Background: an optimization exercise with open tools, aiming at small area, a short achievable clock period and few clock cycles per item. Do not read the settings as production practice. RTL that was checked went through simulation tests only; none was proved equivalent to the original. Function not checked in runs 1, 2 and 4: the RTL went through the layout flow alone. Power figures rest on the tool's default switching activity, not on a simulated workload.

## flow/design.v (module list and top-level ports; edited modules follow where they fit)
// module knn_sqrt_pipeline: 59 lines
// module knn_distance: 1825 lines
// module k_nn: 143 lines
module k_nn #(
    parameter NUMBER_ELEMENTS = 6,
    parameter DATA_WIDTH = 32,
    parameter CLASS_WIDTH = 8
)(
    input  wire                     clk,
    input  wire                     rst,  
    output reg                      m_axis_tvalid,
    input  wire                     m_axis_tready,
    output wire [DATA_WIDTH-1:0]    m_axis_tdata,
    output reg                      m_axis_tlast,
    input  wire                     s_axis_tvalid,
    output wire                     s_axis_tready,
    input  wire [DATA_WIDTH-1:0]    s_axis_tdata,
    input  wire                     s_axis_tlast,
    output wire [DATA_WIDTH-1:0]    distance_result
);
  // ...
==> flow/flow/run.sh <==
#!/bin/bash
# Standard ORFS layout (the standard.sh, unchanged synthesis), with the
# resizer's setup repair aimed below the 9 ns clock: repair_timing keeps
# working until setup slack reaches SETUP_SLACK_MARGIN.
set -euo pipefail
bash standard.sh SETUP_SLACK_MARGIN=${MARGIN:-5.9} finish > standard.log 2>&1
==> flow/standard.sh <==
#!/bin/bash
# synth_recipe.tcl (not shown) runs the flow's synth.tcl, then flattens the netlist and writes it again
# the make line also repeats each setting of config.mk as NAME=value (left out here)
make -C /OpenROAD-flow-scripts/flow DESIGN_CONFIG=/design/flow/config.mk WORK_HOME=/design/flow/orfs CLKGATE_MAP_FILE= SYNTH_SCRIPT=/design/flow/synth_recipe.tcl "${@:-finish}"
==> flow/config.mk <==
export PLATFORM = sky130hd
export DESIGN_NAME = k_nn
export DESIGN_NICKNAME = k_nn
export VERILOG_FILES = /design/flow/design.v
export SDC_FILE = /design/flow/constraint.sdc
export NUM_CORES = 4
export LEC_CHECK = 0
export ABC_CLOCK_PERIOD_IN_PS = 1900
export CAP_MARGIN = 20
export CORE_MARGIN = 2
export CORE_UTILIZATION = 40
export SLEW_MARGIN = 20
==> flow/constraint.sdc <==
create_clock -name core_clock -period 9.0 [get_ports {clk}]
set_input_delay 1.8000 -clock core_clock [delete_from_list [all_inputs] [get_ports {clk}]]
set_output_delay 1.8000 -clock core_clock [all_outputs]
set_load 0.01 [all_outputs]
==> results.txt, run 1 <==
----------------------------------------------------
[Run status]
  Status ... complete, no violations

[Logic synthesis]
  Synth Instances ... 3542
  Most repeated cell in the gate-level netlist after synthesis ... sky130_fd_sc_hd__edfxtp_1
  Fraction of synthesized cell area taken by the top area cell type ... 54.6%
  Number of distinct library cells after synthesis ... 84

[Cells and area]
  Number of non-filler instances in the completed layout ... 5374
  Synthesis-to-finish area growth ... 14.5%
  Final instance area ... 0.0535 mm²
  Top cell class by occupied area ... flip-flops and latches
  Num sequential ... 884
  Reg with most FFs ... sqrt_calc.step.reg_s.sr
  Final cell utilization of the core ... 46.1%

[Clocking]
  Cts bufs inserted ... 94
  CTS Hold Buffers Added ... 0
  CTS resizes ... 200
  Clk Latency, worst-skew pair ... 0.67 ns

[Place]
  Cell area after placement ... 0.0492 mm²

[Route]
  Met3 Wirelength ... 2550 µm
  Post-route ant nets ... 0
  Detailed-router iteration count before antenna repair ... 5
  Routed wire length per instance ... 16.1 µm
  Routed length on met1 ... 36500 µm

[Setup path]
  Endpoint class of the critical path ... register

[Global routing]
  Wire length of the first global-routing pass ... 142000 µm
  Initial antenna violation count ... 1
  Routing usage on met2 ... 26.5%
  Pin count of the biggest net entering global routing ... 202

[Timing]
  Number of setup violations in the final report ... 0

[Power]
  Lkg Pwr ... 21.8 nW

[Floorplan]
  Effective utilization at floorplan ... 40.3%

----------------------------------------------------
==> module knn_sqrt_pipeline, before the edit <==
module knn_sqrt_pipeline #(
    parameter [16:0] CUT = 17'b11111111111110101
)(
    input  wire        clk,
    input  wire        rst,       
    input  wire        en,        
    input  wire        vin,
    input  wire [32:0] data_in,
    output wire        vout,
    output wire [16:0] data_out
);
    wire [35:0] rem_w [0:17];
    wire [35:0] quo_w [0:17];
    wire [35:0] rad_w [0:17];
    wire        v_w   [0:17];
    assign rem_w[0] = 36'd0;
    assign quo_w[0] = 36'd0;
    assign rad_w[0] = {3'b000, data_in};
    assign v_w[0]   = vin;
    genvar j;
    generate
        for (j = 0; j < 17; j = j + 1) begin : step
            wire [j+2:0] r2 = {rem_w[j][j:0], rad_w[j][33-2*j:32-2*j]};
            wire [j+2:0] d  = {quo_w[j][j:0], 2'b01};
            wire [j+3:0] t  = {1'b0, r2} - {1'b0, d};
            wire         ok = !t[j+3];
            wire [j+1:0] rn = ok ? t[j+1:0] : r2[j+1:0];
            wire [j:0]   qn = {quo_w[j][j:0], ok};
            if (CUT[j]) begin : reg_s
                reg [j+1:0]      rr;
                reg [j:0]        qr;
                reg [35:0]       sr;
                reg              vr;
                always @(posedge clk) begin
                    if (!rst) vr <= 1'b0;
                    else if (en) vr <= v_w[j];
                end
                always @(posedge clk) begin
                    if (en) begin
                        rr <= rn;
                        qr <= qn;
                        sr <= rad_w[j];
                    end
                end
                assign rem_w[j+1] = rr;
                assign quo_w[j+1] = qr;
                assign rad_w[j+1] = sr;
                assign v_w[j+1]   = vr;
            end else begin : wire_s
                assign rem_w[j+1] = rn;
                assign quo_w[j+1] = qn;
                assign rad_w[j+1] = rad_w[j];
                assign v_w[j+1]   = v_w[j];
            end
        end
    endgenerate
    assign data_out = quo_w[17][16:0];
    assign vout     = v_w[17];
endmodule
==> module k_nn, before the edit <==
module k_nn #(
    parameter NUMBER_ELEMENTS = 6,
    parameter DATA_WIDTH = 32,
    parameter CLASS_WIDTH = 8
)(
    input  wire                     clk,
    input  wire                     rst,  
    output reg                      m_axis_tvalid,
    input  wire                     m_axis_tready,
    output wire [DATA_WIDTH-1:0]    m_axis_tdata,
    output reg                      m_axis_tlast,
    input  wire                     s_axis_tvalid,
    output wire                     s_axis_tready,
    input  wire [DATA_WIDTH-1:0]    s_axis_tdata,
    input  wire                     s_axis_tlast,
    output wire [DATA_WIDTH-1:0]    distance_result
);
    reg         sk_v;
    wire        en = !sk_v;
    wire        p_v;
    wire [16:0] p_d;
    reg  [5:0]  ko;           
    reg  [16:0] m_d, sk_d;
    reg         sk_l;
    wire        take     = en && p_v;
    wire        out_free = !m_axis_tvalid || m_axis_tready;
    wire        sk_v_n   = out_free ? 1'b0 : (sk_v || take);
    always @(posedge clk) begin
        if (!rst) begin
            m_axis_tvalid <= 1'b0;
            sk_v          <= 1'b0;
        end else begin
            if (out_free)
                m_axis_tvalid <= sk_v || take;
            sk_v <= sk_v_n;
        end
    end
    always @(posedge clk) begin
        if (take && !out_free) begin
            sk_d <= p_d;
            sk_l <= ko[5];
        end
        if (out_free) begin
            if (sk_v) begin
                m_d          <= sk_d;
                m_axis_tlast <= sk_l;
            end else if (take) begin
                m_d          <= p_d;
                m_axis_tlast <= ko[5];
            end
        end
    end
    assign m_axis_tdata = {{(DATA_WIDTH-17){1'b0}}, m_d};
    reg         busy;
    reg  [5:0]  kx;
    reg  [15:0] qx, qy;
    reg         s_rdy;
    wire        accept = s_axis_tvalid && s_rdy;
    reg         busy_n;
    reg  [5:0]  kx_n;
    always @(*) begin
        busy_n = busy;
        kx_n   = kx;
        if (accept) begin
            busy_n = 1'b1;
            kx_n   = 6'b000001;
        end else if (en && busy) begin
            if (kx[5])
                busy_n = 1'b0;
            else
                kx_n = {kx[4:0], 1'b0};
        end
    end
    always @(posedge clk) begin
        if (!rst) begin
            busy  <= 1'b0;
            kx    <= 6'b000001;
            s_rdy <= 1'b0;
        end else begin
            busy  <= busy_n;
            kx    <= kx_n;
            s_rdy <= !sk_v_n && (!busy_n || kx_n[5]);
        end
    end
    assign s_axis_tready = s_rdy;
    always @(posedge clk) begin
        if (s_rdy) begin
            qx <= s_axis_tdata[15:0];
            qy <= s_axis_tdata[31:16];
        end
    end
    wire        sq_v;
    wire [32:0] sum_sq;
    knn_distance dist_calc (
        .clk(clk), .rst(rst), .en(en),
        .vin(busy), .k(kx), .qx(qx), .qy(qy),
        .vout(sq_v), .sum_sq(sum_sq)
    );
    knn_sqrt_pipeline sqrt_calc (
        .clk(clk), .rst(rst), .en(en),
        .vin(sq_v), .data_in(sum_sq),
        .vout(p_v), .data_out(p_d)
    );
    reg  [16:0] nd, sd;
    reg  [1:0]  cnt;
    reg  [16:0] res_d;
    reg         res_c;
    wire        lt_n = p_d < nd;
    wire        lt_s = p_d < sd;
    always @(posedge clk) begin
        if (!rst)
            ko <= 6'b000001;
        else if (take)
            ko <= {ko[4:0], ko[5]};
    end
    always @(posedge clk) begin
        if (take) begin
            if (ko[0]) begin
                nd  <= p_d;
                sd  <= 17'h1ffff;
                cnt <= 2'd0;
            end else if (ko[1] || ko[2]) begin
                if (lt_n) begin
                    nd <= p_d;
                    sd <= nd;
                end else if (lt_s) begin
                    sd <= p_d;
                end
            end else begin
                if (lt_n)
                    nd <= p_d;
                if (lt_s)
                    cnt <= cnt + 2'd1;
            end
            if (ko[5]) begin
                res_d <= lt_n ? p_d : nd;
                res_c <= cnt[1] || (cnt[0] && lt_s);
            end
        end
    end
    assign distance_result = {{(CLASS_WIDTH-1){1'b0}}, res_c,
                              {(DATA_WIDTH-CLASS_WIDTH-17){1'b0}}, res_d};
endmodule
==> run 2: changes to the inputs <==
--- a/flow/design.v
+++ b/flow/design.v
@@ -1,14 +1,14 @@
 module knn_sqrt_pipeline #(
     parameter [16:0] CUT = 17'b11111111111110101
 )(
     input  wire        clk,
     input  wire        rst,       
-    input  wire        en,        
+    input  wire        flush,     
     input  wire        vin,
     input  wire [32:0] data_in,
     output wire        vout,
     output wire [16:0] data_out
 );
     wire [35:0] rem_w [0:17];
     wire [35:0] quo_w [0:17];
     wire [35:0] rad_w [0:17];
@@ -28,24 +28,22 @@
             wire [j:0]   qn = {quo_w[j][j:0], ok};
             if (CUT[j]) begin : reg_s
                 reg [j+1:0]      rr;
                 reg [j:0]        qr;
                 reg [35:0]       sr;
                 reg              vr;
                 always @(posedge clk) begin
                     if (!rst) vr <= 1'b0;
-                    else if (en) vr <= v_w[j];
+                    else vr <= v_w[j] & !flush;
                 end
                 always @(posedge clk) begin
-                    if (en) begin
-                        rr <= rn;
-                        qr <= qn;
-                        sr <= rad_w[j];
-                    end
+                    rr <= rn;
+                    qr <= qn;
+                    sr <= rad_w[j];
                 end
                 assign rem_w[j+1] = rr;
                 assign quo_w[j+1] = qr;
                 assign rad_w[j+1] = sr;
                 assign v_w[j+1]   = vr;
             end else begin : wire_s
                 assign rem_w[j+1] = rn;
                 assign quo_w[j+1] = qn;
@@ -55,17 +53,17 @@
         end
     endgenerate
     assign data_out = quo_w[17][16:0];
     assign vout     = v_w[17];
 endmodule
 module knn_distance (
     input  wire        clk,
     input  wire        rst,       
-    input  wire        en,        
+    input  wire        flush,     
     input  wire        vin,
     input  wire [5:0]  k,         
     input  wire [15:0] qx,
     input  wire [15:0] qy,
     output wire        vout,
     output wire [32:0] sum_sq
 );
     wire [15:0] rx =
@@ -83,43 +81,43 @@
         ({16{k[4]}} & 16'd3200) |
         ({16{k[5]}} & 16'd3100);
     wire [16:0] dx = {1'b0, qx} - {1'b0, rx};
     wire [16:0] dy = {1'b0, qy} - {1'b0, ry};
     reg        v1;
     reg [16:0] ax, ay;      
     always @(posedge clk) begin
         if (!rst) v1 <= 1'b0;
-        else if (en) v1 <= vin;
+        else v1 <= vin & !flush;
     end
     always @(posedge clk) begin
-        if (en) begin
+        begin
             ax <= dx;
             ay <= dy;
         end
     end
     wire [123:0] t4_d;
     reg  [123:0] t4;
     reg        t4_v;
     always @(posedge clk) begin
         if (!rst) t4_v <= 1'b0;
-        else if (en) t4_v <= v1;
+        else t4_v <= v1 & !flush;
     end
     always @(posedge clk) begin
-        if (en) t4 <= t4_d;
+        t4 <= t4_d;
     end
     wire [63:0] t6_d;
     reg  [63:0] t6;
     reg        t6_v;
     always @(posedge clk) begin
         if (!rst) t6_v <= 1'b0;
-        else if (en) t6_v <= t4_v;
+        else t6_v <= t4_v & !flush;
     end
     always @(posedge clk) begin
-        if (en) t6 <= t6_d;
+        t6 <= t6_d;
     end
     wire p1;
     wire p2;
     wire p3;
     wire p4;
     wire p5;
     wire p6;
     wire p7;
@@ -1880,130 +1878,137 @@
     wire [32:0] row_b = {t6[63], t6[61], t6[59], t6[57], t6[55], t6[53], t6[51], t6[49], t6[47], t6[45], t6[43], t6[41], t6[39], t6[37], t6[35], t6[33], t6[31], t6[29], t6[27], t6[25], t6[23], t6[21], t6[19], t6[17], t6[15], t6[13], t6[11], t6[9], t6[7], t6[5], t6[3], 1'b0, t6[1]};
     wire [32:0] sum = row_a + row_b;
     assign sum_sq = sum;
     assign vout = t6_v;
 endmodule
 module k_nn #(
     parameter NUMBER_ELEMENTS = 6,
     parameter DATA_WIDTH = 32,
-    parameter CLASS_WIDTH = 8
+    parameter CLASS_WIDTH = 8,
+    parameter NS = 5
 )(
     input  wire                     clk,
     input  wire                     rst,  
     output reg                      m_axis_tvalid,
     input  wire                     m_axis_tready,
     output wire [DATA_WIDTH-1:0]    m_axis_tdata,
     output reg                      m_axis_tlast,
     input  wire                     s_axis_tvalid,
     output wire                     s_axis_tready,
     input  wire [DATA_WIDTH-1:0]    s_axis_tdata,
     input  wire                     s_axis_tlast,
     output wire [DATA_WIDTH-1:0]    distance_result
 );
-    reg         sk_v;
-    wire        en = !sk_v;
+    function [2:0] inc (input [2:0] p);
+        inc = (p == NS-1) ? 3'd0 : p + 3'd1;
+    endfunction
     wire        p_v;
     wire [16:0] p_d;
+    reg  [16:0] m_d;
     reg  [5:0]  ko;           
-    reg  [16:0] m_d, sk_d;
-    reg         sk_l;
-    wire        take     = en && p_v;
     wire        out_free = !m_axis_tvalid || m_axis_tready;
-    wire        sk_v_n   = out_free ? 1'b0 : (sk_v || take);
+    wire        commit   = p_v && out_free;
+    wire        flush    = p_v && !out_free;
     always @(posedge clk) begin
-        if (!rst) begin
+        if (!rst)
             m_axis_tvalid <= 1'b0;
-            sk_v          <= 1'b0;
-        end else begin
-            if (out_free)
-                m_axis_tvalid <= sk_v || take;
-            sk_v <= sk_v_n;
-        end
+        else if (out_free)
+            m_axis_tvalid <= p_v;
     end
     always @(posedge clk) begin
-        if (take && !out_free) begin
-            sk_d <= p_d;
-            sk_l <= ko[5];
-        end
-        if (out_free) begin
-            if (sk_v) begin
-                m_d          <= sk_d;
-                m_axis_tlast <= sk_l;
-            end else if (take) begin
-                m_d          <= p_d;
-                m_axis_tlast <= ko[5];
-            end
+        if (commit) begin
+            m_d          <= p_d;
+            m_axis_tlast <= ko[5];
         end
     end
     assign m_axis_tdata = {{(DATA_WIDTH-17){1'b0}}, m_d};
-    reg         busy;
-    reg  [5:0]  kx;
-    reg  [15:0] qx, qy;
+    reg  [31:0] slot [0:NS-1];
+    reg  [2:0]  wr, com, iss, ia, used;
+    reg  [5:0]  ik;
     reg         s_rdy;
-    wire        accept = s_axis_tvalid && s_rdy;
-    reg         busy_n;
-    reg  [5:0]  kx_n;
+    wire [31:0] cur = slot[iss];
+    wire        accept   = s_axis_tvalid && s_rdy;
+    wire        can_iss  = ia < used;
+    wire        issue    = can_iss && !flush;
+    wire        q_done   = commit && ko[5];
+    reg  [2:0]  iss_n, ia_n, used_n;
+    reg  [5:0]  ik_n;
     always @(*) begin
-        busy_n = busy;
-        kx_n   = kx;
-        if (accept) begin
-            busy_n = 1'b1;
-            kx_n   = 6'b000001;
-        end else if (en && busy) begin
-            if (kx[5])
-                busy_n = 1'b0;
-            else
-                kx_n = {kx[4:0], 1'b0};
+        iss_n  = iss;
+        ia_n   = ia;
+        ik_n   = ik;
+        if (flush) begin
+            iss_n = com;
+            ia_n  = 3'd0;
+            ik_n  = ko;
+        end else begin
+            if (issue) begin
+                if (ik[5]) begin
+                    iss_n = inc(iss);
+                    ia_n  = ia + 3'd1;
+                    ik_n  = 6'b000001;
+                end else begin
+                    ik_n  = {ik[4:0], 1'b0};
+                end
+            end
+            if (q_done)
+                ia_n = ia_n - 3'd1;
         end
+        used_n = used + {2'b00, accept} - {2'b00, q_done};
     end
     always @(posedge clk) begin
         if (!rst) begin
-            busy  <= 1'b0;
-            kx    <= 6'b000001;
+            wr    <= 3'd0;
+            com   <= 3'd0;
+            iss   <= 3'd0;
+            ia    <= 3'd0;
+            used  <= 3'd0;
+            ik    <= 6'b000001;
+            ko    <= 6'b000001;
             s_rdy <= 1'b0;
         end else begin
-            busy  <= busy_n;
-            kx    <= kx_n;
-            s_rdy <= !sk_v_n && (!busy_n || kx_n[5]);
+            if (accept)
+                wr <= inc(wr);
+            if (q_done)
+                com <= inc(com);
+            if (commit)
+                ko <= {ko[4:0], ko[5]};
+            iss   <= iss_n;
+            ia    <= ia_n;
+            ik    <= ik_n;
+            used  <= used_n;
+            s_rdy <= q_done || (accept ? (used < NS-1) : (used < NS));
         end
     end
     assign s_axis_tready = s_rdy;
+    integer i;
     always @(posedge clk) begin
-        if (s_rdy) begin
-            qx <= s_axis_tdata[15:0];
-            qy <= s_axis_tdata[31:16];
-        end
+        for (i = 0; i < NS; i = i + 1)
+            if (s_rdy && wr == i)
+                slot[i] <= s_axis_tdata;
     end
     wire        sq_v;
     wire [32:0] sum_sq;
     knn_distance dist_calc (
-        .clk(clk), .rst(rst), .en(en),
-        .vin(busy), .k(kx), .qx(qx), .qy(qy),
+        .clk(clk), .rst(rst), .flush(flush),
+        .vin(issue), .k(ik), .qx(cur[15:0]), .qy(cur[31:16]),
         .vout(sq_v), .sum_sq(sum_sq)
     );
     knn_sqrt_pipeline sqrt_calc (
-        .clk(clk), .rst(rst), .en(en),
+        .clk(clk), .rst(rst), .flush(flush),
         .vin(sq_v), .data_in(sum_sq),
         .vout(p_v), .data_out(p_d)
     );
     reg  [16:0] nd, sd;
     reg  [1:0]  cnt;
-    reg  [16:0] res_d;
-    reg         res_c;
     wire        lt_n = p_d < nd;
     wire        lt_s = p_d < sd;
     always @(posedge clk) begin
-        if (!rst)
-            ko <= 6'b000001;
-        else if (take)
-            ko <= {ko[4:0], ko[5]};
-    end
-    always @(posedge clk) begin
-        if (take) begin
+        if (commit) begin
             if (ko[0]) begin
                 nd  <= p_d;
                 sd  <= 17'h1ffff;
                 cnt <= 2'd0;
             end else if (ko[1] || ko[2]) begin
                 if (lt_n) begin
                     nd <= p_d;
                     sd <= nd;
@@ -2011,17 +2016,13 @@
                     sd <= p_d;
                 end
             end else begin
                 if (lt_n)
                     nd <= p_d;
                 if (lt_s)
                     cnt <= cnt + 2'd1;
             end
-            if (ko[5]) begin
-                res_d <= lt_n ? p_d : nd;
-                res_c <= cnt[1] || (cnt[0] && lt_s);
-            end
         end
     end
-    assign distance_result = {{(CLASS_WIDTH-1){1'b0}}, res_c,
-                              {(DATA_WIDTH-CLASS_WIDTH-17){1'b0}}, res_d};
+    assign distance_result = {{(CLASS_WIDTH-1){1'b0}}, cnt[1],
+                              {(DATA_WIDTH-CLASS_WIDTH-17){1'b0}}, nd};
 endmodule
--- a/flow/config.mk
+++ b/flow/config.mk
@@ -4,9 +4,11 @@
 export VERILOG_FILES = /design/flow/design.v
 export SDC_FILE = /design/flow/constraint.sdc
 export NUM_CORES = 4
 export LEC_CHECK = 0
 export ABC_CLOCK_PERIOD_IN_PS = 1900
 export CAP_MARGIN = 20
 export CORE_MARGIN = 2
 export CORE_UTILIZATION = 40
+export CTS_CLUSTER_DIAMETER = 120
+export CTS_CLUSTER_SIZE = 26
 export SLEW_MARGIN = 20
==> results.txt, run 2 <==
----------------------------------------------------
[Logic synthesis]
  Adder-cell area share of the yosys netlist ... 18.6%
  Synth Area in Simple Gates ... 10.1%
  Number of enable-type register cells in the synthesized netlist ... 214
  Synth top cells by count ... sky130_fd_sc_hd__dfxtp_1, sky130_fd_sc_hd__inv_1, sky130_fd_sc_hd__ha_1
  Cells taking the most area after synthesis ... sky130_fd_sc_hd__dfxtp_1, sky130_fd_sc_hd__edfxtp_1, sky130_fd_sc_hd__fa_1, sky130_fd_sc_hd__ha_1, sky130_fd_sc_hd__inv_1
  Synth Area in XOR/XNOR ... 3.53%
  Register bit total from synthesis ... 989
  Cell type contributing the most total cell area after synthesis ... sky130_fd_sc_hd__dfxtp_1
  Share of the synthesized area in compound gates (AO/OA/AOI/OAI) ... 10.0%
  Yosys warning count ... 4
  Fraction of registers with async set or reset after synthesis ... 0%
  Sequential cell area fraction in the yosys report ... 51.4%
  Most repeated cell in the gate-level netlist after synthesis ... sky130_fd_sc_hd__dfxtp_1
  Synth Instances ... 3756 (+6.0%)
  Fraction of synthesized cell area taken by the top area cell type ... 36.3% (-18 points)
  Synthesized area per cell ... 11.4 µm²
  Post-synth design cell area ... 0.0427 mm²
  Main flop type after synthesis ... sky130_fd_sc_hd__dfxtp_1
  Number of distinct library cells after synthesis ... 80 (-4.8%)
  Fraction of synthesized area in multiplexers ... 1.20%
  Combinational family with the most area after synthesis ... adder cells

[Timing]
  Final Critical Period ... 3.56 ns
  Final hold slack ... 0.300 ns
  Slew at the pin with the worst max-slew slack ... 0.930 ns
  Final number of max-transition violations ... 0
  Worst path setup slack after routing ... 5.44 ns
  Number of setup violations in the final report ... 0 (unchanged)
  Post-route clock period utilization ... 39.5%
  Sum Neg Setup Slack ... 0 ns
  Final hold violation count ... 0
  Upper clock frequency limit ... 281 MHz
  Unrepaired setup endpoints after global routing ... yes
  Remaining max-slew budget at the tightest pin ... 37.5%
  Final Skew ... 0.0561 ns

[Floorplan]
  I/O pin total ... 104
  Die ar. ... 0.109 mm²
  Effective utilization at floorplan ... 40.4% (+0.14 points)
  Area of the core ... 0.106 mm²
  Floorplan die width ... 331 µm
  Floorplan row count ... 119
  Die outline height ... 331 µm

[Route]
  Post-route ant nets ... 0 (unchanged)
  Vias/cell ... 4.82
  Total routed wirelength ... 83200 µm
  Detailed-router iteration count before antenna repair ... 6 (+1)
  Iteration-0 DRC count of the detailed router ... 1265
  Remaining routing DRC violations ... 0
  Total number of vias ... 25500
  Routed wire length per instance ... 15.7 µm (-2.4%)

[Global routing]
  Global-route usage over all layers ... 15.2%
  Total global routing overflow ... 0
  Pin count of the biggest net entering global routing ... 46 (-77%)
  Initial antenna violation count ... 0 (-1)
  Wire length of the first global-routing pass ... 134000 µm (-5.7%)
  Via count of the first global-routing pass ... 25800

[Cells and area]
  Nets@finish ... 4420
  Final instance area ... 0.0474 mm² (-12%)
  Flip-flop count of the largest register, all copies and words added ... 216
  Layout cells sized above 1 ... 9.93%
  Reg with most FFs ... sqrt_calc.step.reg_s.sr
  Registers with the most flip-flops ... sqrt_calc.step.reg_s.sr (216), slot (160), sqrt_calc.step.reg_s.qr (147)
  FILL cells ... 9718
  Synthesis-to-finish area growth ... 10.9%
  Most common library cell in the layout ignoring fill and taps ... sky130_fd_sc_hd__dfxtp_1
  Commonest non-fill, non-tap cells in the layout ... sky130_fd_sc_hd__dfxtp_1, sky130_fd_sc_hd__inv_1, sky130_fd_sc_hd__ha_1

[Place]
  Half-perimeter wire length of the detailed placement result ... 57500 µm
  Number of buffers added on ports ... 73
  Worst setup slack before clock tree synthesis ... 4.52 ns
  Cell area after placement ... 0.0451 mm² (-8.4%)
  Final Wtd Congestion ... 0.824

[Setup path]
  Crit-path max cell delay ... 0.41 ns
  Endpoint class of the critical path ... register
  Max Fanout on Critical Path ... 6
  Required time at the endpoint of the critical path ... 9.58 ns
  Crit start category ... register
  Highest-delay cell along the critical path ... sky130_fd_sc_hd__dfxtp_4
  Crit path kind ... reg -> reg
  Data arrival time at the worst-slack endpoint ... 4.13 ns
  Critical-path cell list ... inv_4 -> ha_4 -> or3_4 -> a21o_4 -> buf_12 -> buf_4 -> a31oi_4 -> ha_4 -> nor2b_1 -> o21ai_1 -> a21boi_1 -> o21ai_2 -> a21boi_2 -> o21ai_2 -> nand2_2 -> a311oi_2 -> xor2_1

[Power]
  Max VDD drop ... 0.184 mV
  Total power per unit cell area ... 408 mW/mm²
  Lkg Pwr ... 20.6 nW (-5.5%)

[Clocking]
  Cts bufs inserted ... 44 (-53%)
  Clk Latency, worst-skew pair ... 0.65 ns (-0.02 ns)
  Clock input transition at the sequential cells of the worst setup and hold paths ... 0.10 ns
  TritonCTS Sinks ... 989
  Maximum clock path buffer count ... 3
  CTS tree ... built
  Root buffer selected by CTS ... sky130_fd_sc_hd__clkbuf_16
  H-Tree Depth ... 2

[Run status]
  Status ... complete, no violations

[Min path]
  Type of the tightest min-delay check ... reg -> reg

[Flow run]
  Count of maximum capacitance violations ... 0

----------------------------------------------------
run 2: per-layer routing:
metal  wire length (µm)  share of wire, %  GRT usage, %
met1              37100                45          19.0
met2              42100                51          27.9
met3               2330               2.8          1.63
met4               1740               2.1          3.93
met5                  0                 0             0
run 2: cells by family (layout without fill, tap and decap cells):
family                   count (synthesis)  in the layout
adder cells (fa/ha/maj)                501            501
other                                    1             31
buffers and inverters                  549            662
AO/OA/AOI/OAI                          649            650
multiplexers                            44             44
XOR/XNOR                               172            172
flip-flops                             989            989
AND/OR/NAND/NOR                        851            851
run 2: timing repair:
item | CTS | global route
hold buffers | 0 | 0
setup endpoints to repair | 148 | 128
setup buffers | 63 | 14
pin swaps | 30 | 27
cloned | 3 | 4
resized for setup | 201 | 80
run 2: per-stage QoR:
| stage | cells | power [W] | utilization (%) |
|---|---|---|---|
| 2_1_floorplan | 3785 | 0.0144 | - |
| 3_3_place_gp | 5143 | 0.0168 | 42.7 |
| 3_5_place_dp | 5143 | 0.0170 | 42.7 |
| 4_1_cts | 5272 | 0.0194 | 44.5 |
| 5_1_grt | 5290 | 0.0213 | 44.9 |
| 6_report | 5291 | 0.0193 | 44.9 |
run 2: report_power, final:
| part | internal [W] | switching (W) |
|---|---|---|
| Clock | 0.000938 | 0.00136 |
| Combinational | 0.00456 | 0.00523 |
| Sequential | 0.00634 | 0.000923 |
run 2: critical path, delay by kind of cell, from the launching register on:
| kind | cells | cell delay [ns] |
|---|---|---|
| AO/OA/AOI/OAI | 8 | 1.49 |
| XOR/XNOR | 1 | 0.16 |
| adder cells (fa/ha/maj) | 2 | 0.41 |
| buffers and inverters | 3 | 0.36 |
| flip-flops | 1 | 0.41 |
| AND/OR/NAND/NOR | 3 | 0.62 |
run 2: cell type report:
class	count	area, µm²	area share [%]
Sequential cell	989	22000	46.5
Multi-Input combinational cell	2248	19200	40.6
Tap cell	1391	1740	3.67
Timing Repair Buffer	183	1580	3.34
Inverter	415	1580	3.33
Clock buffer	59	1180	2.49
Clock inverter	4	67.6	0.143
Timing Repair inverter	1	8.76	0.0185
Antenna cell	1	2.50	0.00528
run 2: worst paths after layout:
path,start,to,slack (ns),cells after the start
setup reg to reg,iss[0],dist_calc.ax[14],5.44,17
setup / recovery,iss[0],dist_calc.ax[14],5.44,17
hold / removal,sqrt_calc.step[2].reg_s.sr[21],sqrt_calc.step[4].reg_s.sr[21],0.30,0
hold reg to reg,sqrt_calc.step[2].reg_s.sr[21],sqrt_calc.step[4].reg_s.sr[21],0.30,0
==> run 3: changes to the inputs <==
--- a/flow/design.v
+++ b/flow/design.v
@@ -1899,6 +1899,6 @@
     output wire [DATA_WIDTH-1:0]    distance_result
 );
-    function [2:0] inc (input [2:0] p);
-        inc = (p == NS-1) ? 3'd0 : p + 3'd1;
+    function [NS-1:0] rot (input [NS-1:0] p);
+        rot = {p[NS-2:0], p[NS-1]};
     endfunction
     wire        p_v;
@@ -1923,13 +1923,21 @@
     assign m_axis_tdata = {{(DATA_WIDTH-17){1'b0}}, m_d};
     reg  [31:0] slot [0:NS-1];
-    reg  [2:0]  wr, com, iss, ia, used;
+    reg  [NS-1:0] wr, com, iss;
+    reg  [2:0]  ia, used;
     reg  [5:0]  ik;
     reg         s_rdy;
-    wire [31:0] cur = slot[iss];
+    reg  [31:0] cur;
+    integer c;
+    always @(*) begin
+        cur = 32'd0;
+        for (c = 0; c < NS; c = c + 1)
+            cur = cur | ({32{iss[c]}} & slot[c]);
+    end
     wire        accept   = s_axis_tvalid && s_rdy;
     wire        can_iss  = ia < used;
     wire        issue    = can_iss && !flush;
     wire        q_done   = commit && ko[5];
-    reg  [2:0]  iss_n, ia_n, used_n;
+    reg  [NS-1:0] iss_n;
+    reg  [2:0]  ia_n, used_n;
     reg  [5:0]  ik_n;
     always @(*) begin
@@ -1944,5 +1952,5 @@
             if (issue) begin
                 if (ik[5]) begin
-                    iss_n = inc(iss);
+                    iss_n = rot(iss);
                     ia_n  = ia + 3'd1;
                     ik_n  = 6'b000001;
@@ -1958,7 +1966,7 @@
     always @(posedge clk) begin
         if (!rst) begin
-            wr    <= 3'd0;
-            com   <= 3'd0;
-            iss   <= 3'd0;
+            wr    <= {{(NS-1){1'b0}}, 1'b1};
+            com   <= {{(NS-1){1'b0}}, 1'b1};
+            iss   <= {{(NS-1){1'b0}}, 1'b1};
             ia    <= 3'd0;
             used  <= 3'd0;
@@ -1968,7 +1976,7 @@
         end else begin
             if (accept)
-                wr <= inc(wr);
+                wr <= rot(wr);
             if (q_done)
-                com <= inc(com);
+                com <= rot(com);
             if (commit)
                 ko <= {ko[4:0], ko[5]};
@@ -1984,5 +1992,5 @@
     always @(posedge clk) begin
         for (i = 0; i < NS; i = i + 1)
-            if (s_rdy && wr == i)
+            if (s_rdy && wr[i])
                 slot[i] <= s_axis_tdata;
     end
==> results.txt, run 3 <==
----------------------------------------------------
[Logic synthesis]
  Number of distinct library cells after synthesis ... 89 (+11%)
  Most repeated cell in the gate-level netlist after synthesis ... sky130_fd_sc_hd__dfxtp_1
  Synth Instances ... 3715 (-1.1%)
  Register bit total from synthesis ... 995 (+0.61%)
  Fraction of registers with async set or reset after synthesis ... 0% (unchanged)
  Sequential cell area fraction in the yosys report ... 51.6% (+0.19 points)
  Fraction of synthesized cell area taken by the top area cell type ... 36.6% (+0.22 points)
  Cell type contributing the most total cell area after synthesis ... sky130_fd_sc_hd__dfxtp_1
  Yosys warning count ... 4 (unchanged)
  Main flop type after synthesis ... sky130_fd_sc_hd__dfxtp_1
  Cells taking the most area after synthesis ... sky130_fd_sc_hd__dfxtp_1, sky130_fd_sc_hd__edfxtp_1, sky130_fd_sc_hd__fa_1, sky130_fd_sc_hd__ha_1, sky130_fd_sc_hd__inv_1
  Number of enable-type register cells in the synthesized netlist ... 214 (unchanged)
  Synth top cells by count ... sky130_fd_sc_hd__dfxtp_1, sky130_fd_sc_hd__inv_1, sky130_fd_sc_hd__ha_1
  Post-synth design cell area ... 0.0428 mm² (+0.18%)
  Synthesized area per cell ... 11.5 µm² (+1.3%)

[Cells and area]
  Synthesis-to-finish area growth ... 9.50%
  Reg with most FFs ... sqrt_calc.step.reg_s.sr
  Layout cells sized above 1 ... 8.38% (-1.5 points)
  Number of non-filler instances in the completed layout ... 5209 (-1.5%)
  Most common library cell in the layout ignoring fill and taps ... sky130_fd_sc_hd__dfxtp_1
  Registers with the most flip-flops ... sqrt_calc.step.reg_s.sr (216), slot (160), sqrt_calc.step.reg_s.qr (147)
  Nets@finish ... 4327 (-2.1%)
  Antenna diodes ... 0 (-1)
  Flip-flop count of the largest register, all copies and words added ... 216 (unchanged)
  Commonest non-fill, non-tap cells in the layout ... sky130_fd_sc_hd__dfxtp_1, sky130_fd_sc_hd__inv_1, sky130_fd_sc_hd__ha_1

[Clocking]
  CTS tree ... built
  H-Tree Depth ... 2 (unchanged)
  TritonCTS Sinks ... 995 (+0.61%)
  Maximum clock path buffer count ... 3 (unchanged)
  Clock input transition at the sequential cells of the worst setup and hold paths ... 0.10 ns (about the same)
  Cts bufs inserted ... 44 (unchanged)
  CTS Hold Buffers Added ... 0 (unchanged)
  Root buffer selected by CTS ... sky130_fd_sc_hd__clkbuf_16
  Clk Latency, worst-skew pair ... 0.64 ns (about the same)

[Setup path]
  Crit start category ... input port
  Combined buffer and inverter count along the critical path ... 5 (+2)
  Max Fanout on Critical Path ... 8 (+2)
  Crit path kind ... in -> reg
  Crit-path leading delay family ... adder cells
  Highest-delay cell along the critical path ... sky130_fd_sc_hd__fa_2
  Critical-path cell list ... dlygate4sd2_1 -> nor2b_4 -> nand2b_4 -> inv_16 -> nand2_8 -> clkinv_8 -> ha_4 -> inv_2 -> ha_4 -> inv_2 -> fa_2 -> xnor2_1 -> and2_1
  Endpoint class of the critical path ... register
  Crit-path max cell delay ... 0.34 ns (-0.07 ns)
  Required time at the endpoint of the critical path ... 9.54 ns (-0.04 ns)
  Data arrival time at the worst-slack endpoint ... 3.60 ns (-0.53 ns)

[Min path]
  Type of the tightest min-delay check ... reg -> reg

[Global routing]
  Initial antenna violation count ... 0 (unchanged)
  Total global routing overflow ... 0 (unchanged)
  Via count of the first global-routing pass ... 25500 (-1.5%)
  Global-route usage over all layers ... 15.1% (-0.14 points)
  Pin count of the biggest net entering global routing ... 52 (+13%)
  Wire length of the first global-routing pass ... 133000 µm (-0.82%)

[Route]
  Routed length on met1 ... 36800 µm (-0.79%)
  Routed wire length per instance ... 15.8 µm (+0.49%)
  Met3 Wirelength ... 2900 µm (+24%)
  Post-route ant nets ... 0 (unchanged)
  Total routed wirelength ... 82300 µm (-1.1%)
  Vias/cell ... 4.85 (+0.77%)
  Uppermost layer routed ... met4
  Iteration-0 DRC count of the detailed router ... 1373 (+8.5%)
  Remaining routing DRC violations ... 0 (unchanged)
  Met2 routed WL ... 40400 µm (-4.0%)
  Total number of vias ... 25300 (-0.79%)
  Detailed-router iteration count before antenna repair ... 5 (-1)

[Timing]
  Upper clock frequency limit ... 326 MHz (+16%)
  Slew at the pin with the worst max-slew slack ... 0.858 ns (-0.0720 ns)
  Final Critical Period ... 3.06 ns (-0.493 ns)
  Final number of max-transition violations ... 0 (unchanged)
  Unrepaired setup endpoints after global routing ... yes
  Final hold violation count ... 0 (unchanged)
  Post-route clock period utilization ... 34.0% (-5.5 points)
  Remaining max-slew budget at the tightest pin ... 42.7% (+5.2 points)
  Sum Neg Setup Slack ... 0 ns (unchanged)
  Final Skew ... 0.0316 ns (-0.0244 ns)
  Final hold slack ... 0.308 ns (+0.00838 ns)
  Number of setup violations in the final report ... 0 (unchanged)
  Worst path setup slack after routing ... 5.94 ns (+0.493 ns)

[Power]
  Lkg Pwr ... 20.4 nW (-0.97%)
  Max VDD drop ... 0.191 mV (+3.9%)
  Net switching power ... 0.00741 W (-1.4%)
  Total power per unit cell area ... 411 mW/mm² (+0.68%)
  Pwr Total ... 0.0193 W (-0.45%)
  Sequential cell fraction of total power ... 37.6% (about the same)
  Clock share of power ... 12.0% (about the same)
  Switching share of power ... 38.5% (-0.37 points)
  Internal Power ... 0.0119 W (+0.15%)
  Combinational share of power ... 50.4% (-0.2 points)

[Floorplan]
  Effective utilization at floorplan ... 40.5% (about the same)
  Floorplan row count ... 119 (unchanged)
  Die ar. ... 0.110 mm² (+0.18%)
  Die outline height ... 331 µm (about the same)
  I/O pin total ... 104 (unchanged)
  Area of the core ... 0.106 mm² (+0.14%)
  Floorplan die width ... 331 µm (about the same)

[Run status]
  Status ... complete, no violations

[Flow run]
  Count of maximum capacitance violations ... 0 (unchanged)

[Place]
  Final Wtd Congestion ... 0.829 (+0.61%)
  Number of buffers added on ports ... 73 (unchanged)
  Half-perimeter wire length of the detailed placement result ... 57600 µm (+0.13%)
  Worst setup slack before clock tree synthesis ... 4.89 ns (+0.370 ns)
  Total placed cells including tap cells ... 5104 (-0.76%)

----------------------------------------------------
run 3: cell types whose count changed after synthesis, sizes merged, moves of 13 or more:
cell    change
a21boi     +14
a21oi      -35
a222oi     +30
a22oi      -33
a31oi      -14
and2       -16
ha         -13
mux2       +25
nand2      +53
nor2       -25
run 3: logic make-up (layout without fill, tap and decap cells):
kind of cell / count (synthesis) / in the layout / share of synthesized area, %
compound gates: 612 / 612 / 9.94
xor+xnor: 165 / 165 / 3.38
fa+ha+maj: 488 / 488 / 18.2
buf+inv: 539 / 613 / 5.13
flops: 995 / 995 / 51.6
mux: 76 / 76 / 2.02
other cells: 1 / 30 / 0.00877
simple gates: 839 / 839 / 9.73
run 3: repair_timing:
action                     4_1_cts  5_1_grt
pin swaps                       12       17
setup buffers                   28       10
resized for setup              189       54
setup endpoints to repair      119       62
cloned                           4        0
run 3: per-layer routing:
metal	vias to the layer above	global-route usage, %
met1	12200	19.6
met3	129	1.64
li1	12500	-
met2	419	26.6
met5	-	0
met4	0	4.48
run 3: final timing paths:
kind	start	cells past startpoint	slack (ns)	end
worst max-delay path	m_axis_tready	13	5.94	used[2]
worst min register to register	sqrt_calc.step[4].reg_s.sr[21]	0	0.31	sqrt_calc.step[5].reg_s.sr[21]
worst max register to register	dist_calc.ax[14]	8	5.98	dist_calc.t4[52]
worst min-delay path	sqrt_calc.step[4].reg_s.sr[21]	0	0.31	sqrt_calc.step[5].reg_s.sr[21]
run 3: per-stage QoR:
stage	utilization, %	instance area, µm²
finish	44.3	46800
global route	44.3	46800
CTS	44.1	46600
detailed placement	42.6	45000
global placement	42.6	45000
floorplan	-	43000
run 3: power by group through the flow:
stage	Combinational [W]	Clock, W	Sequential [W]
detailed placement	0.00963	0	0.00737
global route	0.0112	0.00257	0.00742
floorplan	0.00762	0	0.00693
CTS	0.00971	0.00243	0.00727
finish	0.00971	0.00232	0.00723
global placement	0.00942	0	0.00734
run 3: area by class of cell:
class	instances	area, µm²
clock buffer	58	1170
timing repair inverter	1	8.76
fill	9892	58900
tap	1391	1740
sequential	995	22100
timing repair buffer	144	1260
multi-input combinational	2210	18900
clock inverter	4	92.6
inverter	406	1560
Testbench counts of run 3, summed over its fixed seeds: cycles 7,840, queries 1,280.
==> run 4: changes to the inputs <==
--- a/flow/design.v
+++ b/flow/design.v
@@ -15,5 +15,5 @@
     wire        v_w   [0:17];
     assign rem_w[0] = 36'd0;
-    assign quo_w[0] = 36'd0;
+    assign quo_w[0] = 36'd0;          
     assign rad_w[0] = {3'b000, data_in};
     assign v_w[0]   = vin;
@@ -22,9 +22,11 @@
         for (j = 0; j < 17; j = j + 1) begin : step
             wire [j+2:0] r2 = {rem_w[j][j:0], rad_w[j][33-2*j:32-2*j]};
-            wire [j+2:0] d  = {quo_w[j][j:0], 2'b01};
+            localparam [35:0] QMASK = (36'd1 << j) - 36'd1;    
+            wire [j:0]   qp = ~quo_w[j][j:0] & QMASK[j:0];
+            wire [j+2:0] d  = {qp, 2'b01};
             wire [j+3:0] t  = {1'b0, r2} - {1'b0, d};
             wire         ok = !t[j+3];
             wire [j+1:0] rn = ok ? t[j+1:0] : r2[j+1:0];
-            wire [j:0]   qn = {quo_w[j][j:0], ok};
+            wire [j:0]   qn = {quo_w[j][j:0], !ok};
             if (CUT[j]) begin : reg_s
                 reg [j+1:0]      rr;
@@ -53,5 +55,5 @@
         end
     endgenerate
-    assign data_out = quo_w[17][16:0];
+    assign data_out = ~quo_w[17][16:0];
     assign vout     = v_w[17];
 endmodule
==> results.txt, run 4 <==
----------------------------------------------------
[Run status]
  Status ... complete, no violations

[Cells and area]
  Most common library cell in the layout ignoring fill and taps ... sky130_fd_sc_hd__dfxtp_1
  Flip-flop count of the largest register, all copies and words added ... 216 (unchanged)
  Nets@finish ... 4278 (-1.1%)
  Reg with most FFs ... sqrt_calc.step.reg_s.sr
  Registers with the most flip-flops ... sqrt_calc.step.reg_s.sr (216), slot (160), sqrt_calc.step.reg_s.qr (147)
  Number of non-filler instances in the completed layout ... 5160 (-0.94%)
  Layout cells sized above 1 ... 7.69% (-0.69 points)
  Commonest non-fill, non-tap cells in the layout ... sky130_fd_sc_hd__dfxtp_1, sky130_fd_sc_hd__nand2_1, sky130_fd_sc_hd__inv_1
  Synthesis-to-finish area growth ... 9.32%
  Antenna diodes ... 0 (unchanged)
  Final instance area ... 0.0465 mm² (-0.64%)

[Timing]
  Final Skew ... 0.0326 ns (+0.000968 ns)
  Number of setup violations in the final report ... 0 (unchanged)
  Final number of max-transition violations ... 0 (unchanged)
  Post-route clock period utilization ... 34.5% (+0.45 points)
  Sum Neg Setup Slack ... 0 ns (unchanged)
  Final Critical Period ... 3.11 ns (+0.0408 ns)
  Worst path setup slack after routing ... 5.89 ns (-0.0408 ns)
  Slew at the pin with the worst max-slew slack ... 1.00 ns (+0.144 ns)
  Upper clock frequency limit ... 322 MHz (-1.3%)
  Remaining max-slew budget at the tightest pin ... 33.2% (-9.5 points)
  Final hold violation count ... 0 (unchanged)
  Unrepaired setup endpoints after global routing ... yes

[Clocking]
  Cts bufs inserted ... 44 (unchanged)
  CTS tree ... built
  H-Tree Depth ... 2 (unchanged)
  Root buffer selected by CTS ... sky130_fd_sc_hd__clkbuf_16
  TritonCTS Sinks ... 995 (unchanged)
  Maximum clock path buffer count ... 3 (unchanged)
  Clock input transition at the sequential cells of the worst setup and hold paths ... 0.11 ns (about the same)
  Clk Latency, worst-skew pair ... 0.64 ns (about the same)

[Floorplan]
  Floorplan die width ... 330 µm (-0.24%)
  Area of the core ... 0.105 mm² (-0.28%)
  Die ar. ... 0.109 mm² (-0.47%)
  Die outline height ... 330 µm (-0.24%)
  I/O pin total ... 104 (unchanged)
  Floorplan row count ... 119 (unchanged)
  Effective utilization at floorplan ... 40.4% (-0.079 points)

[Global routing]
  Pin count of the biggest net entering global routing ... 52 (unchanged)
  Wire length of the first global-routing pass ... 134000 µm (+0.57%)
  Initial antenna violation count ... 1 (+1)
  Total global routing overflow ... 0 (unchanged)
  Global-route usage over all layers ... 15.2% (+0.12 points)
  Via count of the first global-routing pass ... 25500 (+0.024%)

[Place]
  Number of buffers added on ports ... 73 (unchanged)
  Half-perimeter wire length of the detailed placement result ... 58300 µm (+1.2%)
  Worst setup slack before clock tree synthesis ... 4.78 ns (-0.103 ns)
  Final Wtd Congestion ... 0.821 (-0.94%)
  Total placed cells including tap cells ... 5061 (-0.84%)
  Cell area after placement ... 0.0448 mm² (-0.37%)

[Logic synthesis]
  Synth Area in XOR/XNOR ... 3.50% (+0.12 points)
  Number of distinct library cells after synthesis ... 78 (-12%)
  Combinational family with the most area after synthesis ... adder cells
  Synth Area in Simple Gates ... 10.5% (+0.74 points)
  Yosys warning count ... 4 (unchanged)
  Cell type contributing the most total cell area after synthesis ... sky130_fd_sc_hd__dfxtp_1
  Main flop type after synthesis ... sky130_fd_sc_hd__dfxtp_1
  Number of enable-type register cells in the synthesized netlist ... 214 (unchanged)
  Sequential cell area fraction in the yosys report ... 51.8% (+0.25 points)
  Fraction of synthesized area in multiplexers ... 2.34% (+0.31 points)
  Most repeated cell in the gate-level netlist after synthesis ... sky130_fd_sc_hd__dfxtp_1
  Cells taking the most area after synthesis ... sky130_fd_sc_hd__dfxtp_1, sky130_fd_sc_hd__edfxtp_1, sky130_fd_sc_hd__fa_1, sky130_fd_sc_hd__ha_1, sky130_fd_sc_hd__and2_1
  Adder-cell area share of the yosys netlist ... 18.3% (+0.087 points)
  Share of the synthesized area in compound gates (AO/OA/AOI/OAI) ... 9.42% (-0.52 points)
  Fraction of registers with async set or reset after synthesis ... 0% (unchanged)
  Register bit total from synthesis ... 995 (unchanged)
  Synthesized area per cell ... 11.6 µm² (+0.61%)
  Synth top cells by count ... sky130_fd_sc_hd__dfxtp_1, sky130_fd_sc_hd__nand2_1, sky130_fd_sc_hd__inv_1
  Fraction of synthesized cell area taken by the top area cell type ... 36.7% (+0.18 points)
  Post-synth design cell area ... 0.0426 mm² (-0.48%)
  Synth Instances ... 3675 (-1.1%)

[Setup path]
  Endpoint of the lowest-slack register-to-register path ... dist_calc.t4[56]
  Required time at the endpoint of the critical path ... 7.20 ns (-2.34 ns)
  Most frequent cell on the critical path ... sky130_fd_sc_hd__buf_6
  Crit path kind ... reg -> out
  Critical register-to-register path startpoint ... dist_calc.ax[12]
  Highest-delay cell along the critical path ... sky130_fd_sc_hd__edfxtp_1
  Number of cells on the worst reg-to-reg path ... 9 (+1)
  Critical-path cell list ... buf_6 -> buf_6
  Register-to-register path setup slack ... 6.01 ns (+0.03 ns)
  Crit start category ... register
  Crit-path leading delay family ... flip-flops
  Instance count on the critical path ... 2 (-11)
  Endpoint class of the critical path ... primary output
  Crit-path max cell delay ... 0.42 ns (+0.08 ns)
  Launching instance or port of the critical path ... nd[4]
  End of the critical path ... distance_result[4]
  Combined buffer and inverter count along the critical path ... 2 (-3)
  Max Fanout on Critical Path ... 2 (-6)
  Data arrival time at the worst-slack endpoint ... 1.31 ns (-2.29 ns)

[Route]
  Total routed wirelength ... 82300 µm (about the same)
  Remaining routing DRC violations ... 0 (unchanged)
  Detailed-router iteration count before antenna repair ... 26 (+21)
  Vias/cell ... 4.90 (+0.99%)
  Total number of vias ... 25300 (+0.036%)
  Iteration-0 DRC count of the detailed router ... 1532 (+12%)
  Post-route ant nets ... 0 (unchanged)
  Routed wire length per instance ... 16.0 µm (+0.95%)

[Power]
  Clock share of power ... 11.8% (-0.2 points)
  Switching share of power ... 38.9% (+0.47 points)
  Net switching power ... 0.00748 W (+1.0%)
  Lkg Pwr ... 19.5 nW (-4.2%)
  Pwr Total ... 0.0192 W (-0.18%)
  Sequential cell fraction of total power ... 37.8% (+0.2 points)
  Internal Power ... 0.0117 W (-0.94%)
  Max VDD drop ... 0.180 mV (-6.0%)
  Total power per unit cell area ... 413 mW/mm² (+0.46%)
  Combinational share of power ... 50.4% (about the same)

[Min path]
  Type of the tightest min-delay check ... reg -> reg

[Flow run]
  Count of maximum capacitance violations ... 0 (unchanged)

----------------------------------------------------
run 4: cell types whose count changed in the layout (fill, tap and decap cells not counted), sizes merged, moves of 8 or more:
cell	change
mux2i	+20
a21oi	-17
o21ai	+21
o21a	-12
nand2	+43
inv	-108
a21o	-18
a31oi	-10
and3	+11
nor2	-16
nor3	+8
nand3	+10
run 4: cells by family (layout without fill, tap and decap cells):
logic type | Yosys count | after routing
multiplexers | 92 | 92
XOR/XNOR | 170 | 170
AND/OR/NAND/NOR | 903 | 903
AO/OA/AOI/OAI | 592 | 592
other | 1 | 30
adder cells (fa/ha/maj) | 488 | 488
flip-flops | 995 | 995
buffers and inverters | 434 | 499
run 4: final cells by class:
cell class / count / area (µm²)
clock buffer: 58 / 1150
clock inverter: 4 / 86.3
inverter: 299 / 1150
timing repair inverter: 1 / 8.76
sequential: 995 / 22100
fill: 9784 / 58900
tap: 1391 / 1740
timing repair buffer: 137 / 1140
multi-input combinational: 2275 / 19100
run 4: metrics by stage:
stage / hold slack, ns / util [%]
5_1_grt: 0.320 / 44.1
3_5_place_dp: 0.312 / 42.5
6_report: 0.315 / 44.1
3_3_place_gp: 0.311 / 42.5
4_1_cts: 0.312 / 43.9
2_1_floorplan: 0.310 / -
run 4: power groups by stage:
stage	sequential [W]	combinational [W]	clock [W]
5_1_grt	0.00744	0.0112	0.00253
2_1_floorplan	0.00694	0.00747	0
3_3_place_gp	0.00737	0.00940	0
4_1_cts	0.00729	0.00967	0.00237
3_5_place_dp	0.00739	0.00957	0
6_report	0.00726	0.00969	0.00227
run 4: worst min-delay path by stage:
stage / cells past startpoint / endpoint / slack, ns / from
after detailed placement: 0 / sqrt_calc.step[10].reg_s.sr[1] / 0.31 / sqrt_calc.step[9].reg_s.sr[1]
after floorplan: 0 / dist_calc.t6[0] / 0.31 / dist_calc.t4[0]
after global routing: 0 / sqrt_calc.step[5].reg_s.sr[21] / 0.32 / sqrt_calc.step[4].reg_s.sr[21]
after global placement: 0 / sqrt_calc.step[2].reg_s.sr[19] / 0.31 / sqrt_calc.step[0].reg_s.sr[19]
after CTS: 0 / sqrt_calc.step[5].reg_s.sr[21] / 0.31 / sqrt_calc.step[4].reg_s.sr[21]
final: 0 / sqrt_calc.step[5].reg_s.sr[21] / 0.31 / sqrt_calc.step[4].reg_s.sr[21]
run 4: repair_timing:
item / CTS / global route
endpoints found under the setup margin: 120 / 104
pin swaps: 2 / 18
gates resized for setup: 165 / 70
cloned: 1 / 1
buffers inserted: 25 / 10
hold buffers: 0 / 0
run 4: layer usage:
metal,track usage (%),part of all wire [%],vias to the layer above
met5,0,0,-
met4,5.19,3.0,0
met3,1.89,3.9,118
met2,26.6,49,429
met1,19.4,44,12200
li1,-,-,12600
==> run 5: changes to the inputs <==
--- a/flow/design.v
+++ b/flow/design.v
@@ -1,4 +1,4 @@
 module knn_sqrt_pipeline #(
-    parameter [16:0] CUT = 17'b11111111111110101
+    parameter [16:0] CUT = 17'b11111111111101010
 )(
     input  wire        clk,
==> results.txt, run 5 <==
----------------------------------------------------
[Power]
  Max VDD drop ... 0.232 mV (+29%)
  Total power per unit cell area ... 424 mW/mm² (+2.6%)
  Lkg Pwr ... 19.3 nW (-1.3%)
  Pwr Total ... 0.0194 W (+0.97%)

[Setup path]
  Register-to-register path setup slack ... 5.89 ns (-0.12 ns)
  Data arrival time at the worst-slack endpoint ... 3.61 ns (+2.30 ns)
  Required time at the endpoint of the critical path ... 9.51 ns (+2.31 ns)
  Endpoint of the lowest-slack register-to-register path ... sqrt_calc.step[1].reg_s.rr[0]
  Number of cells on the worst reg-to-reg path ... 17 (+8)
  Most frequent cell on the critical path ... sky130_fd_sc_hd__buf_4
  Combined buffer and inverter count along the critical path ... 7 (+5)
  Critical-path cell list ... ha_4 -> fa_2 -> a21o_1 -> nand4_1 -> a21oi_2 -> o21ai_4 -> o31ai_4 -> a21oi_2 -> o21ai_2 -> buf_4 -> buf_4 -> buf_4 -> buf_4 -> buf_4 -> buf_6 -> buf_6 -> xnor3_1
  Max Fanout on Critical Path ... 2 (unchanged)
  Critical register-to-register path startpoint ... dist_calc.t6[2]
  Endpoint class of the critical path ... register
  Crit path kind ... reg -> reg
  Crit start category ... register
  Highest-delay cell along the critical path ... sky130_fd_sc_hd__dfxtp_2
  Crit-path leading delay family ... buffers and inverters
  Crit-path max cell delay ... 0.34 ns (-0.08 ns)

[Logic synthesis]
  Synthesized area per cell ... 11.6 µm² (about the same)
  Number of distinct library cells after synthesis ... 79 (+1.3%)
  Synth Area in XOR/XNOR ... 3.60% (+0.10 points)
  Main flop type after synthesis ... sky130_fd_sc_hd__dfxtp_1
  Fraction of synthesized area in multiplexers ... 1.62% (-0.72 points)
  Sequential cell area fraction in the yosys report ... 51.5% (-0.34 points)
  Synth top cells by count ... sky130_fd_sc_hd__dfxtp_1, sky130_fd_sc_hd__nand2_1, sky130_fd_sc_hd__inv_1
  Share of the synthesized area in compound gates (AO/OA/AOI/OAI) ... 10.0% (+0.60 points)
  Adder-cell area share of the yosys netlist ... 18.8% (+0.54 points)
  Post-synth design cell area ... 0.0415 mm² (-2.5%)
  Fraction of synthesized cell area taken by the top area cell type ... 36.0% (-0.73 points)
  Most repeated cell in the gate-level netlist after synthesis ... sky130_fd_sc_hd__dfxtp_1
  Fraction of registers with async set or reset after synthesis ... 0% (unchanged)
  Synth Instances ... 3583 (-2.5%)
  Cell type contributing the most total cell area after synthesis ... sky130_fd_sc_hd__dfxtp_1
  Cells taking the most area after synthesis ... sky130_fd_sc_hd__dfxtp_1, sky130_fd_sc_hd__edfxtp_1, sky130_fd_sc_hd__fa_1, sky130_fd_sc_hd__ha_1, sky130_fd_sc_hd__and2_1
  Register bit total from synthesis ... 960 (-3.5%)
  Combinational family with the most area after synthesis ... adder cells
  Yosys warning count ... 4 (unchanged)
  Synth Area in Simple Gates ... 10.3% (-0.22 points)
  Number of enable-type register cells in the synthesized netlist ... 214 (unchanged)

[Cells and area]
  FILL cells ... 9570 (-2.2%)
  Antenna diodes ... 0 (unchanged)
  Registers with the most flip-flops ... sqrt_calc.step.reg_s.sr (188), slot (160), sqrt_calc.step.reg_s.qr (144)
  Layout cells sized above 1 ... 9.14% (+1.4 points)
  Synthesis-to-finish area growth ... 10.4%
  Number of non-filler instances in the completed layout ... 5079 (-1.6%)
  Most common library cell in the layout ignoring fill and taps ... sky130_fd_sc_hd__dfxtp_1
  FF/Latch Area ... 0.0214 mm² (-3.1%)
  Final instance area ... 0.0458 mm² (-1.6%)
  Flip-flop count of the largest register, all copies and words added ... 188 (-13%)
  Nets@finish ... 4211 (-1.6%)
  Commonest non-fill, non-tap cells in the layout ... sky130_fd_sc_hd__dfxtp_1, sky130_fd_sc_hd__nand2_1, sky130_fd_sc_hd__inv_1
  Final cell utilization of the core ... 44.4% (+0.22 points)
  Reg with most FFs ... sqrt_calc.step.reg_s.sr
  Multi-input gate area in the final layout ... 0.0189 mm² (-0.97%)

[Global routing]
  Total global routing overflow ... 0 (unchanged)
  Pin count of the biggest net entering global routing ... 51 (-1.9%)
  Via count of the first global-routing pass ... 25000 (-2.0%)
  Global-route usage over all layers ... 14.9% (-0.29 points)
  Wire length of the first global-routing pass ... 130000 µm (-2.9%)
  Initial antenna violation count ... 0 (-1)

[Place]
  Number of buffers added on ports ... 73 (unchanged)
  Cell area after placement ... 0.0437 mm² (-2.6%)
  Final Wtd Congestion ... 0.828 (+0.86%)
  Half-perimeter wire length of the detailed placement result ... 55300 µm (-5.1%)
  Total placed cells including tap cells ... 4953 (-2.1%)

[Timing]
  Unrepaired setup endpoints after global routing ... yes
  Final number of max-transition violations ... 0 (unchanged)
  Post-route clock period utilization ... 34.5% (about the same)
  Slew at the pin with the worst max-slew slack ... 1.05 ns (+0.0482 ns)
  Sum Neg Setup Slack ... 0 ns (unchanged)
  Number of setup violations in the final report ... 0 (unchanged)
  Upper clock frequency limit ... 322 MHz (about the same)
  Final Skew ... 0.0479 ns (+0.0153 ns)
  Remaining max-slew budget at the tightest pin ... 29.7% (-3.5 points)
  Final Critical Period ... 3.11 ns (+0.000620 ns)
  Final hold violation count ... 0 (unchanged)

[Route]
  Remaining routing DRC violations ... 0 (unchanged)
  Iteration-0 DRC count of the detailed router ... 1312 (-14%)
  Total number of vias ... 24800 (-2.0%)
  Total routed wirelength ... 80100 µm (-2.7%)
  Vias/cell ... 4.88 (-0.48%)
  Detailed-router iteration count before antenna repair ... 5 (-81%)
  Routed wire length per instance ... 15.8 µm (-1.1%)
  Post-route ant nets ... 0 (unchanged)

[Floorplan]
  Die ar. ... 0.106 mm² (-2.5%)
  Floorplan die width ... 326 µm (-1.3%)
  Area of the core ... 0.103 mm² (-2.1%)
  Floorplan row count ... 118 (-0.84%)
  I/O pin total ... 104 (unchanged)
  Effective utilization at floorplan ... 40.2% (-0.18 points)
  Die outline height ... 326 µm (-1.3%)

[Flow run]
  Count of maximum capacitance violations ... 0 (unchanged)

[Clocking]
  TritonCTS Sinks ... 960 (-3.5%)
  Maximum clock path buffer count ... 3 (unchanged)
  Clk Latency, worst-skew pair ... 0.64 ns (about the same)
  Clock input transition at the sequential cells of the worst setup and hold paths ... 0.10 ns (about the same)
  H-Tree Depth ... 2 (unchanged)
  Cts bufs inserted ... 43 (-2.3%)
  Root buffer selected by CTS ... sky130_fd_sc_hd__clkbuf_16
  CTS tree ... built

[Min path]
  Type of the tightest min-delay check ... reg -> reg
  Worst hold path stage count ... 0 (unchanged)
  Destination of the worst hold path ... sqrt_calc.step[9].reg_s.sr[6]
  Worst hold start ... sqrt_calc.step[8].reg_s.sr[6]

[Run status]
  Status ... complete, no violations

----------------------------------------------------
-- run 5: cell count changes after synthesis, sizes merged, moves of 12 or more --
cell,before,now
mux2i,33,12
a21oi,125,140
dfxtp,781,746
nor3,62,45
nand3,49,34
o21ai,129,145
mux2,59,47
-- run 5: stage by stage --
step	hold slack, ns	setup slack (ns)
floorplan	0.310	5.44
global placement	0.310	4.51
detailed placement	0.312	4.49
CTS	0.325	5.90
global route	0.333	5.78
finish	0.318	5.89
-- run 5: how the worst max path moves through the flow --
stage	end	cells past startpoint	from	slack, ns
floorplan	used[2]	13	m_axis_tready	5.44
global placement	ia[2]	10	m_axis_tready	4.51
detailed placement	ia[1]	8	m_axis_tready	4.49
CTS	dist_calc.ay[15]	11	iss[4]	5.90
global route	sqrt_calc.step[1].reg_s.rr[0]	17	dist_calc.t6[3]	5.78
finish	sqrt_calc.step[1].reg_s.rr[0]	17	dist_calc.t6[2]	5.89
-- run 5: timing repair --
item,in CTS,in global routing
setup buffers,50,13
hold buffers,0,0
cloned,2,1
endpoints found under the setup margin,143,80
pin swaps,19,17
gates resized for setup,211,56
-- run 5: area by class of cell --
cell class	count	share of cell area, %
tap	1380	3.77
multi-input combinational	2230	41.4
sequential	960	46.8
inverter	288	2.42
timing repair inverter	1	0.0191
clock inverter	3	0.134
timing repair buffer	160	2.94
clock buffer	57	2.51
-- run 5: kinds of logic after synthesis --
| logic type | Yosys count |
|---|---|
| AO/OA/AOI/OAI | 619 |
| XOR/XNOR | 169 |
| adder cells (fa/ha/maj) | 490 |
| buffers and inverters | 422 |
| flip-flops | 960 |
| multiplexers | 59 |
| other | 1 |
| AND/OR/NAND/NOR | 863 |
-- run 5: layer usage --
| metal | part of all wire [%] | wire length [µm] | vias to the layer above | track usage [%] |
|---|---|---|---|---|
| met5 | 0 | 0 | - | 0 |
| met4 | 2.4 | 1940 | 0 | 4.08 |
| met3 | 4.2 | 3360 | 115 | 2.00 |
| met2 | 48 | 38500 | 430 | 25.8 |
| met1 | 45 | 36400 | 12000 | 19.6 |
| li1 | - | - | 12300 | - |
-- run 5: report_power, final --
part           switching (W)  internal (W)  total [W]
sequential          0.000896       0.00615    0.00704
combinational        0.00532       0.00482     0.0101
clock                0.00130      0.000916    0.00222
-- run 5: worst register-to-register path, cell delays in order, from the launching register on --
cell,delay (ns)
sky130_fd_sc_hd__dfxtp_2,0.34
sky130_fd_sc_hd__ha_4,0.16
sky130_fd_sc_hd__fa_2,0.34
sky130_fd_sc_hd__a21o_1,0.18
sky130_fd_sc_hd__nand4_1,0.14
sky130_fd_sc_hd__a21oi_2,0.11
sky130_fd_sc_hd__o21ai_4,0.19
sky130_fd_sc_hd__o31ai_4,0.10
sky130_fd_sc_hd__a21oi_2,0.16
sky130_fd_sc_hd__o21ai_2,0.08
sky130_fd_sc_hd__buf_4,0.15
sky130_fd_sc_hd__buf_4,0.12
sky130_fd_sc_hd__buf_4,0.12
sky130_fd_sc_hd__buf_4,0.12
sky130_fd_sc_hd__buf_4,0.12
sky130_fd_sc_hd__buf_6,0.10
sky130_fd_sc_hd__buf_6,0.10
sky130_fd_sc_hd__xnor3_1,0.34
Testbench counts of run 5, summed over its fixed seeds: cycles 7,832, queries 1,280.

## static timing again, ports no longer ideal
In the flow no input, the clock included, has a driving cell. The finished layouts below were timed again as built, in two steps.
Step 1 assumes that a clkbuf_16 drives the clock port and a buf_2 every other input.
Step 2 moves the port delays by t, midway between the first and last clock arrival at a register: inputs arrive t later, outputs are due t later. That takes back most of the time a late clock gives input paths.
a / b / c = ideal / step 1 / step 2; a / b = the first two.
run	shift t [ns]	setup slack, ns	worst hold slack (ns)	worst register clock-pin slew, ns	pins driven straight from the clock port
run 1	0.720	5.879 / 5.879 / 5.482	0.395 / 0.395 / 0.395	0.07 / 0.07	1
run 2	0.692	5.443 / 5.443 / 5.312	0.300 / 0.300 / 0.300	0.11 / 0.11	1
run 3	0.684	5.936 / 5.898 / 5.297	0.308 / 0.308 / 0.308	0.11 / 0.11	1
run 4	0.685	5.895 / 5.831 / 5.312	0.315 / 0.315 / 0.315	0.11 / 0.11	1
run 5	0.676	5.894 / 5.892 / 5.287	0.318 / 0.318 / 0.318	0.11 / 0.11	1
After both steps every run listed still meets setup and hold. The setup slack of run 3, which loses most, moves by -0.038 ns with the drivers and by -0.639 ns with both steps.
